From an optimization exercise on the open Yosys and OpenROAD flow, aimed at small area, a short achievable clock period and few clock cycles; shortcuts taken in it are not production practice.
In this exercise RTL edits were held to simulation tests only and were not proved equivalent to the original.
Power is estimated from default activity; no workload was simulated.

Design milestone1, start of the top module:
module milestone1 (
		input logic CLOCK_50_I,
		input logic resetn,
		output logic SRAM_we_n,
		output logic [17:0] SRAM_address,
		output logic [15:0] SRAM_write_data,
		input logic [15:0] SRAM_read_data,
		input logic M1_enable,
		output logic M1_finish
);
For scale: about 2,000 cells after synthesis, about 380 flip-flops, roughly 55 I/O pins, ~23,000 sq um of cells after synthesis.
==> flow/config.mk <==
export PLATFORM = sky130hd
export DESIGN_NAME = milestone1
export DESIGN_NICKNAME = milestone1
export VERILOG_FILES = /design/flow/design.v
export SDC_FILE = /design/flow/constraint.sdc
export NUM_CORES = 4
export LEC_CHECK = 0
export CAP_MARGIN = 20
export CORE_MARGIN = 2
export CORE_UTILIZATION = 40
export PLACE_DENSITY = 0.6
export SLEW_MARGIN = 20
export SYNTH_HIERARCHICAL = 1
export SYNTH_MINIMUM_KEEP_SIZE = 0
==> flow/constraint.sdc <==
create_clock -name core_clock -period 14.0 [get_ports {CLOCK_50_I}]
set_input_delay 2.8000 -clock core_clock [delete_from_list [all_inputs] [get_ports {CLOCK_50_I}]]
set_output_delay 2.8000 -clock core_clock [all_outputs]
set_load 0.01 [all_outputs]
standard.sh (not shown) runs the stock make flow with config.mk's settings and CLKGATE_MAP_FILE= SYNTH_SCRIPT=/design/flow/synth_recipe.tcl, a recipe that flattens the netlist after the stock synthesis.
==> flow/flow/run.sh <==
#!/bin/bash
# Standard layout, with repair_timing asked for extra setup margin so that the
# optimiser works on paths well inside the design's clock period.
# Each step's full output goes to a log file of its own in this folder.
set -euo pipefail
MARGIN=${MARGIN:-11}
bash standard.sh synth > synth.log 2>&1
bash standard.sh SETUP_SLACK_MARGIN=$MARGIN finish > layout.log 2>&1
Testbench counts at the start, summed over its fixed seeds: cycles 1,536,240.
Rerun with:
--- a/flow/flow/run.sh
+++ b/flow/flow/run.sh
@@ -5,3 +5,3 @@
 set -euo pipefail
-MARGIN=${MARGIN:-11}
+MARGIN=${MARGIN:-10}
 bash standard.sh synth > synth.log 2>&1
Cell area came out lower by a little under a tenth.
Synthesized area does not change.
Wire length falls by a few percent.
Synthesized cell count is unchanged.
First-iteration DRC count goes down slightly.
Setup slack gets better by 0.0042 ns.
Worst hold slack is worse by 0.0031 ns.
Count of clock-buffer cells in the layout went down by 3.

Another version of the RTL of milestone1 (not shown whole).
Size in the first run: roughly 360 flip-flops, about 55 I/O pins, ~0.023 mm^2 of cells after synthesis.
==> flow/config.mk <==
export PLATFORM = sky130hd
export DESIGN_NAME = milestone1
export DESIGN_NICKNAME = milestone1
export VERILOG_FILES = /design/flow/design.v
export SDC_FILE = /design/flow/constraint.sdc
export NUM_CORES = 4
export LEC_CHECK = 0
export CAP_MARGIN = 20
export CORE_MARGIN = 2
export CORE_UTILIZATION = 60
export CTS_CLUSTER_DIAMETER = 100
export CTS_CLUSTER_SIZE = 25
export PLACE_DENSITY = 0.75
export SLEW_MARGIN = 20
export SYNTH_HIERARCHICAL = 1
export SYNTH_MINIMUM_KEEP_SIZE = 0
==> flow/constraint.sdc <==
create_clock -name core_clock -period 14.0 [get_ports {CLOCK_50_I}]
set_input_delay 2.8000 -clock core_clock [delete_from_list [all_inputs] [get_ports {CLOCK_50_I}]]
set_output_delay 2.8000 -clock core_clock [all_outputs]
set_load 0.01 [all_outputs]
==> flow/flow/run.sh <==
#!/bin/bash
# Standard layout, with repair_timing asked for extra setup margin so that the
# optimiser works on paths well inside the design's clock period.
# Each step's full output goes to a log file of its own in this folder.
set -euo pipefail
MARGIN=${MARGIN:-10.1}
bash standard.sh synth > synth.log 2>&1
bash standard.sh SETUP_SLACK_MARGIN=$MARGIN finish > layout.log 2>&1
The baseline passed the timing, design-rule and antenna checks.
Testbench counts at the start, summed over its fixed seeds: cycles 1,536,240.
Next try:
==> flow/run.sh (new file) <==
#!/bin/bash
# synth_recipe.tcl (not shown) runs the flow's synth.tcl, then flattens the netlist and writes it again
# the make line also repeats each setting of config.mk as NAME=value (left out here)
make -C /OpenROAD-flow-scripts/flow DESIGN_CONFIG=/design/flow/config.mk WORK_HOME=/design/flow/orfs CLKGATE_MAP_FILE= SYNTH_SCRIPT=/design/flow/synth_recipe.tcl finish
removed: flow/flow/run.sh
removed: flow/standard.sh
Effect: Critical path depth does not change. Die area stays the same. Via count drops by a few percent. Fmax shrinks by roughly a tenth. Wire length is lower by a few percent. Cell count goes down by a few percent. Clock-buffer cell count stays the same. Total power barely changes. Flip-flop and latch count stays the same.
Next try:
==> flow/flow/run.sh (new file) <==
#!/bin/bash
# Standard layout, with repair_timing asked for extra setup margin so that the
# optimiser works on paths well inside the design's clock period.
# Each step's full output goes to a log file of its own in this folder.
set -euo pipefail
MARGIN=${MARGIN:-10.5}
bash standard.sh synth > synth.log 2>&1
bash standard.sh SETUP_SLACK_MARGIN=$MARGIN finish > layout.log 2>&1
==> flow/standard.sh (new file) <==
#!/bin/bash
# synth_recipe.tcl (not shown) runs the flow's synth.tcl, then flattens the netlist and writes it again
# the make line also repeats each setting of config.mk as NAME=value (left out here)
make -C /OpenROAD-flow-scripts/flow DESIGN_CONFIG=/design/flow/config.mk WORK_HOME=/design/flow/orfs CLKGATE_MAP_FILE= SYNTH_SCRIPT=/design/flow/synth_recipe.tcl "${@:-finish}"
removed: flow/run.sh
Effect:
- The changed run produced a clean layout
- total power rose by a few percent
- cell area rose by a few percent
- hold slack is worse by 0.0044 ns
- routed wire length came out higher by a few percent
- final cell count went up by a few percent
- non-clock buffer count came out higher by 66
- setup slack gains 0.41 ns
- via count came out higher by a few percent
- synthesized area is unchanged
Next try:
--- a/flow/flow/run.sh
+++ b/flow/flow/run.sh
@@ -4,5 +4,5 @@
 # Each step's full output goes to a log file of its own in this folder.
 set -euo pipefail
-MARGIN=${MARGIN:-10.5}
+MARGIN=${MARGIN:-10}
 bash standard.sh synth > synth.log 2>&1
 bash standard.sh SETUP_SLACK_MARGIN=$MARGIN finish > layout.log 2>&1
- CORE_UTILIZATION: 60 -> 40
- PLACE_DENSITY: 0.75 -> 0.6
=> The new run ran to the end with no violations; clock power rose by about 0.9%; first-iteration DRC count falls by 17%; maximum frequency drops by 2.1%; setup slack gets worse by 0.082 ns; via count fell by 4.3%.

-- re-timing with driven ports --
In the flow no input, the clock included, has a driving cell. The finished layouts below were timed again as built, in two steps.
Step 1 assumes that a clkbuf_16 drives the clock port and a buf_2 every other input.
Step 2 times the ports against the registers' clock, not the clock port: input delays grow and output delays shrink by t, the midpoint of the rising clock arrivals with the driver on.
Slacks: ideal / step 1 / step 2; pairs: ideal / step 1.
run | shift t [ns] | setup WS [ns] | clock arrival spread, ns | pins driven straight from the clock port
the first run of note 1 | 0.644 | 9.988 / 9.926 / 10.392 | 0.024 / 0.024 | 1
the second run of note 1 | 0.639 | 9.993 / 9.933 / 10.172 | 0.035 / 0.035 | 1
the first run of note 2 | 0.589 | 10.117 / 10.060 / 10.151 | 0.024 / 0.023 | 1
the second run of note 2 | 0.591 | 9.706 / 9.645 / 9.765 | 0.025 / 0.024 | 1
the third run of note 2 | 0.586 | 10.121 / 10.070 / 10.145 | 0.029 / 0.028 | 1
the fourth run of note 2 | 0.613 | 10.039 / 9.980 / 10.133 | 0.043 / 0.043 | 1
After both steps every run listed still meets setup and hold.
